Background: an optimization exercise with open tools, aiming at small area. Do not read the settings as production practice. Only simulation tests tie the RTL to the original design; equivalence was not proved. No activity file was given, so power comes from the tool's default toggle rates.

## design/flow/config.mk

```make
export PLATFORM = sky130hd
export DESIGN_NAME = hft_accelerator
export DESIGN_NICKNAME = hft_accelerator
export VERILOG_FILES = /design/flow/design.v
export SDC_FILE = /design/flow/constraint.sdc
export NUM_CORES = 4
export LEC_CHECK = 0
export CAP_MARGIN = 20
export CORE_MARGIN = 2
export CORE_UTILIZATION = 40
export SLEW_MARGIN = 20
```

## design/flow/constraint.sdc

```tcl
create_clock -name core_clock -period 200.0 [get_ports {clk}]
set_input_delay 40.0000 -clock core_clock [delete_from_list [all_inputs] [get_ports {clk}]]
set_output_delay 40.0000 -clock core_clock [all_outputs]
set_load 0.01 [all_outputs]
```

## design/flow/run.sh

```bash
#!/bin/bash
# synth_recipe.tcl (not shown) runs the flow's synth.tcl, then flattens the netlist and writes it again
# the make line also repeats each setting of config.mk as NAME=value (left out here)
make -C /OpenROAD-flow-scripts/flow DESIGN_CONFIG=/design/flow/config.mk WORK_HOME=/design/flow/orfs CLKGATE_MAP_FILE= SYNTH_SCRIPT=/design/flow/synth_recipe.tcl finish
```

## design/flow/design.v

```verilog
module trading_core #(
    parameter RSI_PERIOD = 14
)(
    input  logic        clk,
    input  logic        rst,
    input  logic [31:0] price_in,
    input  logic        price_valid,
    output logic [1:0]  action,         
    output logic        action_valid,
    output logic [15:0] rsi_value       
);
    logic [31:0] prices [0:15];   
    logic [3:0]  write_ptr;
    logic [4:0]  num_samples;     
    logic [31:0] gains_sum;
    logic [31:0] losses_sum;
    logic [31:0] avg_gain;
    logic [31:0] avg_loss;
    logic [15:0] rsi;
    logic        holding;
    logic [31:0] entry_price;
    typedef enum logic [2:0] {
        IDLE,
        CALC_RSI,
        DECIDE,
        OUTPUT
    } state_t;
    state_t state;
    logic [3:0] calc_step;
    localparam HOLD = 2'b00;
    localparam BUY  = 2'b01;
    localparam SELL = 2'b10;
    always_ff @(posedge clk) begin
        if (rst) begin
            state <= IDLE;
            write_ptr <= 4'd0;
            num_samples <= 5'd0;
            holding <= 1'b0;
            action <= HOLD;
            action_valid <= 1'b0;
            rsi <= 16'd5000;   
            calc_step <= 4'd0;
        end else begin
            case (state)
                IDLE: begin
                    action_valid <= 1'b0;
                    if (price_valid) begin
                        prices[write_ptr] <= price_in;
                        write_ptr <= write_ptr + 4'd1;
                        if (num_samples < 5'd16)
                            num_samples <= num_samples + 5'd1;
                        if (num_samples >= RSI_PERIOD) begin
                            state <= CALC_RSI;
                            calc_step <= 4'd0;
                            gains_sum <= 32'd0;
                            losses_sum <= 32'd0;
                        end
                    end
                end
                CALC_RSI: begin
                    if (calc_step < RSI_PERIOD - 1) begin
                        logic [3:0] idx_curr, idx_prev;
                        logic signed [31:0] change;
                        idx_curr = write_ptr - calc_step - 4'd1;
                        idx_prev = write_ptr - calc_step - 4'd2;
                        change = $signed(prices[idx_curr]) - $signed(prices[idx_prev]);
                        if (change > 0)
                            gains_sum <= gains_sum + change;
                        else if (change < 0)
                            losses_sum <= losses_sum + (-change);
                        calc_step <= calc_step + 4'd1;
                    end else begin
                        avg_gain <= gains_sum >> 4;
                        avg_loss <= losses_sum >> 4;
                        state <= DECIDE;
                    end
                end
                DECIDE: begin
                    if (avg_loss == 32'd0) begin
                        rsi <= 16'd10000;   
                    end else if (avg_gain == 32'd0) begin
                        rsi <= 16'd0;
                    end else begin
                        logic [47:0] num, den;
                        logic [31:0] ratio;
                        num = avg_gain << 16;
                        den = avg_gain + avg_loss;
                        ratio = num / den;
                        rsi <= (ratio * 10000) >> 16;
                    end
                    state <= OUTPUT;
                end
                OUTPUT: begin
                    if (!holding && rsi < 16'd3000) begin   
                        action <= BUY;
                        holding <= 1'b1;
                        entry_price <= prices[write_ptr - 4'd1];
                    end else if (holding && rsi > 16'd7000) begin   
                        action <= SELL;
                        holding <= 1'b0;
                    end else begin
                        action <= HOLD;
                    end
                    action_valid <= 1'b1;
                    state <= IDLE;
                end
            endcase
        end
    end
    assign rsi_value = rsi;
endmodule
module uart_txrx #(
    parameter CLK_FREQ = 50_000_000,
    parameter BAUD_RATE = 9600
)(
    input  logic       clk,
    input  logic       rst,
    input  logic       rx,
    output logic       tx,
    input  logic [7:0] tx_data,
    input  logic       tx_start,
    output logic       tx_busy,
    output logic [7:0] rx_data,
    output logic       rx_ready
);
    localparam CLKS_PER_BIT = CLK_FREQ / BAUD_RATE;
    typedef enum logic [2:0] {
        TX_IDLE,
        TX_START,
        TX_DATA,
        TX_STOP,
        TX_DONE
    } tx_state_t;
    tx_state_t tx_state;
    logic [31:0] tx_clk_count;
    logic [2:0]  tx_bit_index;
    logic [7:0]  tx_data_reg;
    always_ff @(posedge clk) begin
        if (rst) begin
            tx_state <= TX_IDLE;
            tx <= 1'b1;
            tx_busy <= 1'b0;
            tx_clk_count <= 32'd0;
            tx_bit_index <= 3'd0;
        end else begin
            case (tx_state)
                TX_IDLE: begin
                    tx <= 1'b1;
                    tx_busy <= 1'b0;
                    tx_clk_count <= 32'd0;
                    tx_bit_index <= 3'd0;
                    if (tx_start) begin
                        tx_data_reg <= tx_data;
                        tx_busy <= 1'b1;
                        tx_state <= TX_START;
                    end
                end
                TX_START: begin
                    tx <= 1'b0;   
                    if (tx_clk_count < CLKS_PER_BIT - 1) begin
                        tx_clk_count <= tx_clk_count + 1;
                    end else begin
                        tx_clk_count <= 32'd0;
                        tx_state <= TX_DATA;
                    end
                end
                TX_DATA: begin
                    tx <= tx_data_reg[tx_bit_index];
                    if (tx_clk_count < CLKS_PER_BIT - 1) begin
                        tx_clk_count <= tx_clk_count + 1;
                    end else begin
                        tx_clk_count <= 32'd0;
                        if (tx_bit_index < 7) begin
                            tx_bit_index <= tx_bit_index + 1;
                        end else begin
                            tx_bit_index <= 3'd0;
                            tx_state <= TX_STOP;
                        end
                    end
                end
                TX_STOP: begin
                    tx <= 1'b1;   
                    if (tx_clk_count < CLKS_PER_BIT - 1) begin
                        tx_clk_count <= tx_clk_count + 1;
                    end else begin
                        tx_clk_count <= 32'd0;
                        tx_state <= TX_DONE;
                    end
                end
                TX_DONE: begin
                    tx_busy <= 1'b0;
                    tx_state <= TX_IDLE;
                end
            endcase
        end
    end
    typedef enum logic [2:0] {
        RX_IDLE,
        RX_START,
        RX_DATA,
        RX_STOP,
        RX_DONE
    } rx_state_t;
    rx_state_t rx_state;
    logic [31:0] rx_clk_count;
    logic [2:0]  rx_bit_index;
    logic [7:0]  rx_data_reg;
    logic        rx_sync1, rx_sync2;   
    always_ff @(posedge clk) begin
        if (rst) begin
            rx_sync1 <= 1'b1;
            rx_sync2 <= 1'b1;
        end else begin
            rx_sync1 <= rx;
            rx_sync2 <= rx_sync1;
        end
    end
    always_ff @(posedge clk) begin
        if (rst) begin
            rx_state <= RX_IDLE;
            rx_ready <= 1'b0;
            rx_clk_count <= 32'd0;
            rx_bit_index <= 3'd0;
            rx_data <= 8'd0;
        end else begin
            case (rx_state)
                RX_IDLE: begin
                    rx_ready <= 1'b0;
                    rx_clk_count <= 32'd0;
                    rx_bit_index <= 3'd0;
                    if (rx_sync2 == 1'b0) begin   
                        rx_state <= RX_START;
                    end
                end
                RX_START: begin
                    if (rx_clk_count < (CLKS_PER_BIT / 2) - 1) begin
                        rx_clk_count <= rx_clk_count + 1;
                    end else begin
                        if (rx_sync2 == 1'b0) begin   
                            rx_clk_count <= 32'd0;
                            rx_state <= RX_DATA;
                        end else begin
                            rx_state <= RX_IDLE;   
                        end
                    end
                end
                RX_DATA: begin
                    if (rx_clk_count < CLKS_PER_BIT - 1) begin
                        rx_clk_count <= rx_clk_count + 1;
                    end else begin
                        rx_clk_count <= 32'd0;
                        rx_data_reg[rx_bit_index] <= rx_sync2;
                        if (rx_bit_index < 7) begin
                            rx_bit_index <= rx_bit_index + 1;
                        end else begin
                            rx_bit_index <= 3'd0;
                            rx_state <= RX_STOP;
                        end
                    end
                end
                RX_STOP: begin
                    if (rx_clk_count < CLKS_PER_BIT - 1) begin
                        rx_clk_count <= rx_clk_count + 1;
                    end else begin
                        rx_clk_count <= 32'd0;
                        rx_data <= rx_data_reg;
                        rx_ready <= 1'b1;
                        rx_state <= RX_DONE;
                    end
                end
                RX_DONE: begin
                    rx_ready <= 1'b0;
                    rx_state <= RX_IDLE;
                end
            endcase
        end
    end
endmodule
module hft_accelerator #(
    parameter CLK_FREQ = 5_000_000,
    parameter BAUD_RATE = 115200
)(
    input  logic clk,
    input  logic rst,
    input  logic uart_rx,
    output logic uart_tx
);
    logic [7:0] rx_data;
    logic       rx_ready;
    logic [7:0] tx_data;
    logic       tx_start;
    logic       tx_busy;
    typedef enum logic [2:0] {
        WAIT_PRICE,
        RCV_BYTE0,
        RCV_BYTE1,
        RCV_BYTE2,
        RCV_BYTE3,
        PROCESS
    } rx_state_t;
    rx_state_t rx_state;
    logic [31:0] price_buffer;
    logic [1:0]  byte_count;
    logic [31:0] current_price;
    logic        price_valid;
    logic [1:0]  action;
    logic        action_valid;
    logic [15:0] rsi_value;
    typedef enum logic [1:0] {
        TX_IDLE,
        TX_ACTION,
        TX_RSI_LOW,
        TX_RSI_HIGH
    } tx_state_t;
    tx_state_t tx_state;
    uart_txrx #(
        .CLK_FREQ(CLK_FREQ),
        .BAUD_RATE(BAUD_RATE)
    ) uart (
        .clk(clk),
        .rst(rst),
        .rx(uart_rx),
        .tx(uart_tx),
        .tx_data(tx_data),
        .tx_start(tx_start),
        .tx_busy(tx_busy),
        .rx_data(rx_data),
        .rx_ready(rx_ready)
    );
    trading_core trading (
        .clk(clk),
        .rst(rst),
        .price_in(current_price),
        .price_valid(price_valid),
        .action(action),
        .action_valid(action_valid),
        .rsi_value(rsi_value)
    );
    always_ff @(posedge clk) begin
        if (rst) begin
            rx_state <= WAIT_PRICE;
            byte_count <= 2'd0;
            price_valid <= 1'b0;
            current_price <= 32'd0;
        end else begin
            price_valid <= 1'b0;   
            case (rx_state)
                WAIT_PRICE: begin
                    if (rx_ready) begin
                        price_buffer[31:24] <= rx_data;
                        rx_state <= RCV_BYTE1;
                    end
                end
                RCV_BYTE1: begin
                    if (rx_ready) begin
                        price_buffer[23:16] <= rx_data;
                        rx_state <= RCV_BYTE2;
                    end
                end
                RCV_BYTE2: begin
                    if (rx_ready) begin
                        price_buffer[15:8] <= rx_data;
                        rx_state <= RCV_BYTE3;
                    end
                end
                RCV_BYTE3: begin
                    if (rx_ready) begin
                        price_buffer[7:0] <= rx_data;
                        rx_state <= PROCESS;
                    end
                end
                PROCESS: begin
                    current_price <= price_buffer;
                    price_valid <= 1'b1;
                    rx_state <= WAIT_PRICE;
                end
            endcase
        end
    end
    always_ff @(posedge clk) begin
        if (rst) begin
            tx_state <= TX_IDLE;
            tx_start <= 1'b0;
            tx_data <= 8'd0;
        end else begin
            tx_start <= 1'b0;   
            case (tx_state)
                TX_IDLE: begin
                    if (action_valid) begin
                        tx_data <= {6'd0, action};   
                        tx_start <= 1'b1;
                        tx_state <= TX_ACTION;
                    end
                end
                TX_ACTION: begin
                    if (!tx_busy && !tx_start) begin
                        tx_data <= rsi_value[7:0];   
                        tx_start <= 1'b1;
                        tx_state <= TX_RSI_LOW;
                    end
                end
                TX_RSI_LOW: begin
                    if (!tx_busy && !tx_start) begin
                        tx_data <= rsi_value[15:8];   
                        tx_start <= 1'b1;
                        tx_state <= TX_RSI_HIGH;
                    end
                end
                TX_RSI_HIGH: begin
                    if (!tx_busy && !tx_start) begin
                        tx_state <= TX_IDLE;
                    end
                end
            endcase
        end
    end
endmodule
```

==> summary.txt <==
## cells in the final DEF (no fill, tap or decap), types with 234 or more instances in the layout
master / count
sky130_fd_sc_hd__mux4_2: 322
sky130_fd_sc_hd__nor2_1: 1280
sky130_fd_sc_hd__mux2_2: 234
sky130_fd_sc_hd__inv_1: 593
sky130_fd_sc_hd__nand3_1: 250
sky130_fd_sc_hd__a21oi_1: 1242
sky130_fd_sc_hd__o21a_1: 293
sky130_fd_sc_hd__nor3_1: 337
sky130_fd_sc_hd__nand2_1: 828
sky130_fd_sc_hd__o21bai_1: 279
sky130_fd_sc_hd__a21o_1: 307
sky130_fd_sc_hd__ha_1: 1179
sky130_fd_sc_hd__xor2_1: 280
sky130_fd_sc_hd__xnor2_1: 608
sky130_fd_sc_hd__edfxtp_1: 680
sky130_fd_sc_hd__o21ai_0: 476
## area by class of cell
type	count	area, µm²
fill	26000	150000
multi-input combinational	10300	78300
sequential	851	23800
tap	3515	4400
inverter	629	2400
clock buffer	101	2180
timing repair buffer	162	1240
clock inverter	51	604
timing repair inverter	1	5.00
## cell families after synthesis
| logic type | after synthesis |
|---|---|
| adders and majority gates | 1247 |
| other | 1 |
| and+or+nand+nor | 3942 |
| buffers and inverters | 1042 |
| xor gates and xnor gates | 902 |
| AOI/OAI and AO/OA | 3626 |
| DFF | 851 |
| muxes | 622 |
## metal layers
layer / part of all wire [%] / wire length, µm / vias up / global-route usage [%]
met5: 0 / 0 / - / 0
met4: 3.2 / 11100 / 0 / 7.27
met3: 6.9 / 24100 / 601 / 2.24
met2: 45 / 158000 / 3446 / 40.6
met1: 45 / 157000 / 45200 / 34.9
li1: - / - / 45700 / -
## metrics by stage
step | setup WS, ns | hold WS (ns) | cells | area, µm²
after floorplan | 36.83 | 0.389 | 12200 | 106000
after global placement | 14.01 | 0.415 | 15500 | 110000
after detailed placement | 10.85 | 0.404 | 15500 | 110000
after CTS | 10.10 | 0.409 | 15600 | 113000
after global routing | -0.115 | 0.410 | 15700 | 113000
final | 15.55 | 0.415 | 15700 | 113000
## what timing repair did
item                       4_1_cts  5_1_grt
resized for setup                0       63
setup endpoints to repair        0       16
setup buffers                    0        9
## synth_stat cells (112+ instances only)
cell type / count / area [µm²]
sky130_fd_sc_hd__xnor2_1: 613 / 5370
sky130_fd_sc_hd__xor2_1: 283 / 2480
sky130_fd_sc_hd__nor3_1: 350 / 1750
sky130_fd_sc_hd__dfxtp_1: 171 / 3420
sky130_fd_sc_hd__o21a_1: 294 / 2210
sky130_fd_sc_hd__a21o_1: 307 / 2300
sky130_fd_sc_hd__clkbuf_1: 250 / 938
sky130_fd_sc_hd__nand3_1: 254 / 1270
sky130_fd_sc_hd__a21oi_1: 1246 / 6240
sky130_fd_sc_hd__nor2_1: 1304 / 4890
sky130_fd_sc_hd__mux2_2: 234 / 2640
sky130_fd_sc_hd__o21bai_1: 280 / 2100
sky130_fd_sc_hd__nor2b_1: 118 / 738
sky130_fd_sc_hd__o21ai_0: 478 / 2390
sky130_fd_sc_hd__nand2_1: 835 / 3130
sky130_fd_sc_hd__and2_1: 147 / 920
sky130_fd_sc_hd__mux4_2: 322 / 7250
sky130_fd_sc_hd__a31oi_1: 116 / 726
sky130_fd_sc_hd__inv_1: 608 / 2280
sky130_fd_sc_hd__nand4_1: 187 / 1170
sky130_fd_sc_hd__edfxtp_1: 680 / 20400
sky130_fd_sc_hd__nor4_1: 112 / 701
sky130_fd_sc_hd__ha_1: 1184 / 14800
==> summary.md <==
The post-synthesis share of cell area spent on and, or, nand and nor gates came out at 18.2%. The clock passes through at most 3 buffers. The floorplan step set the die width to 519 µm.

The post-synthesis share of cell area spent on full adders, half adders and majority gates was 15.2%. For this run, the slowest stage of the critical path takes 0.81 ns. 0 antenna diodes ended up in the layout. The final routed wire length divided by cell count was 22.4 µm; the area of the mapped netlist was 0.106 mm². The number of hold-slack violations in the final timing report is 0. Derived from the worst setup path, the maximum achievable clock frequency is 0.00542 GHz.

Counting flops with a built-in enable in the synthesized netlist gives 680. The initial antenna violation count was 2. For the number of buffers created by CTS, the log shows 82. Along the worst hold path, the cell count comes to 0.

Via count of the first global-routing pass: 88,500. The floorplan step defined a core boundary enclosing 0.263 mm². The static leakage power was 0.0449 µW. The flow ran to the end and the layout has no timing, DRC or antenna violations. For the pin with the worst max-slew slack, the measured transition is 1.14 ns.

The number of buffers and inverters on the critical path is 53. The final cycle utilization of the critical path was 92.2%; the XOR/XNOR share of the synthesized area was 7.52%. Top contributor to total power: sequential cells. The first element of the critical path was trading.avg_gain[0]. Category of cells accounting for the largest share of critical-path delay: compound AO/OA/AOI/OAI gates.

The tools report the endpoint of the worst hold-timing path as uart.tx_data_reg[5]. For this design the total switching power over the nets is 118 µW. In the synthesized netlist, the number of instances is 12,200.

In this run the number of H-tree levels came out at 3. The tools report the sequential fraction of the synthesis area as 22.5%. The combinational family with the most area after synthesis was compound AO/OA/AOI/OAI gates.

Global routing used 24.9% of the available tracks. Summing the areas of all compound-gate instances in the mapped netlist gives 22.5% of the synthesized area. Beginning of the worst register-to-register path: trading.avg_gain[0]. Nature of the critical path startpoint: a register. The later pin in the worst-skew pair is clocked with a latency of 0.69 ns. Per report_power, the Combinational row totals 82.2 µW. The run gives 0.00845 mV as the largest vdd supply drop. The internal power is 319 µW. Entering global routing, the biggest net connects 129 pins. The register containing the most flip-flops in the final layout is trading.prices.

The worst setup path is of the reg -> reg kind. The initial DRC count is 8,837. The synthesis warning total was 3; the per-cell via count in the routed design was 6.07.

The DRC violations left came out at 0. In this run the most critical hold path is launched from tx_data[5]. Per report_power, the Sequential row totals 195 µW. The clock slew at the register clock pins of the worst setup and hold paths is 0.06 ns.

The type of the most critical hold path was reg -> reg. The number of unique standard cell types used by synthesis is 155. TritonCTS built the clock tree.

The die covers 0.269 mm². The tools report the global-route wire length before repair as 532 mm. The power density normalized to cell area is 3.87 mW/mm².

Buffers inserted to repair hold after CTS numbered 0. The logs give 15.55 ns for the register-to-register path setup slack and 851 for the sink count of the clock tree. The worst setup path is captured at a register. The detail route stage leaves a number of antenna-violating nets equal to 0. Port buffering added 3 buffers. The logic depth of the worst path, buffers included is 908. The share of layout cells above drive strength 1 is 10.5%. Max-cap violations in this run came to 0.

For the final database, setup skew stands at 0.0531 ns. Counting cells, the worst reg-to-reg path comes to 875. Of the post-synthesis cell area, the part taken by muxes is 9.99%.

The number of nets at the end of the flow came out at 13,300. The detailed router placed 95,000 vias in this run. The arrival time reported for the critical path endpoint is 184.99 ns.

The worst pin sits at a relative slew slack of 23.7%. The highest net fanout along the worst path works out to 64. For this configuration, the core starts out at a cell density of 40.3%.

For the worst setup path, the data required time is 200.54 ns. The largest individual stage delay along the critical path comes from the cell sky130_fd_sc_hd__or4_1. Layout overhead on the synthesized area: 6.68%.

The placed wire-length estimate after detailed placement came out at 264 mm. The cell that appears most often on the critical path is sky130_fd_sc_hd__nor2_1. The logs give 0 for the total count of max-transition violations in the final report and 188 for the number of rows created at floorplan.

For the placer's final routability congestion estimate, the log shows 0.988. Final-report setup violation count: 0. Post-route total power: 437 µW. The synthesized design contains 851 register bits. The portion of total power attributed to the clock network was 36.7%.

The smallest clock period supported by the final layout is computed as 184.45 ns. Measured on the finished design, the core utilization comes to 43.0%. The number of placed I/O pins was 4.

The endpoint identified for the worst register-to-register timing path is trading.rsi[12]. The share of flip-flops with an asynchronous set or reset after synthesis is 0%, and the first-pass iteration count of the detailed router is 7. The timing endpoint of the critical path is trading.rsi[12]. The height of the chip came out at 519 µm. After global routing the overflow that remains totals 0. The register with the most flip-flops in the layout has 512 of them.

The switching part of the total came out at 27.0%. Total clock network power: 161 µW. The cell sitting at the root of the clock tree is a sky130_fd_sc_hd__clkbuf_16. The final-layout setup total negative slack came out at 0 ns. In this run the mean area of a mapped cell was 8.66 µm². For the combinational fraction of design power, the log shows 18.8%.

For this run, the leading register cell type out of synthesis is sky130_fd_sc_hd__edfxtp_1. The routed wire length was 350 mm. Of the total power, registers draw 44.5%.

==> port drivers added, routing unchanged <==
How much do the figures lean on ideal ports? The routed layout below was timed once more, with nothing changed but the port constraints. Step 1 assumes that a clkbuf_16 drives the clock port and a buf_2 every other input. Step 2, shift: input delay + t, output delay - t, t = (earliest + latest rising clock arrival at the registers) / 2. This alone moves slack from input paths to output paths. a / b / c = ideal ports / drivers / drivers and shift; a / b = the first two.
t (ns): 0.713
setup WS [ns]: 15.551 / 15.551 / 15.551
worst setup path after step 2: register to register
worst data-port slew with drivers (ns): 0.06
After both steps setup and hold are still met in this run. The setup slack of this run moves by 0.000 ns with the drivers and by 0.000 ns with both steps.
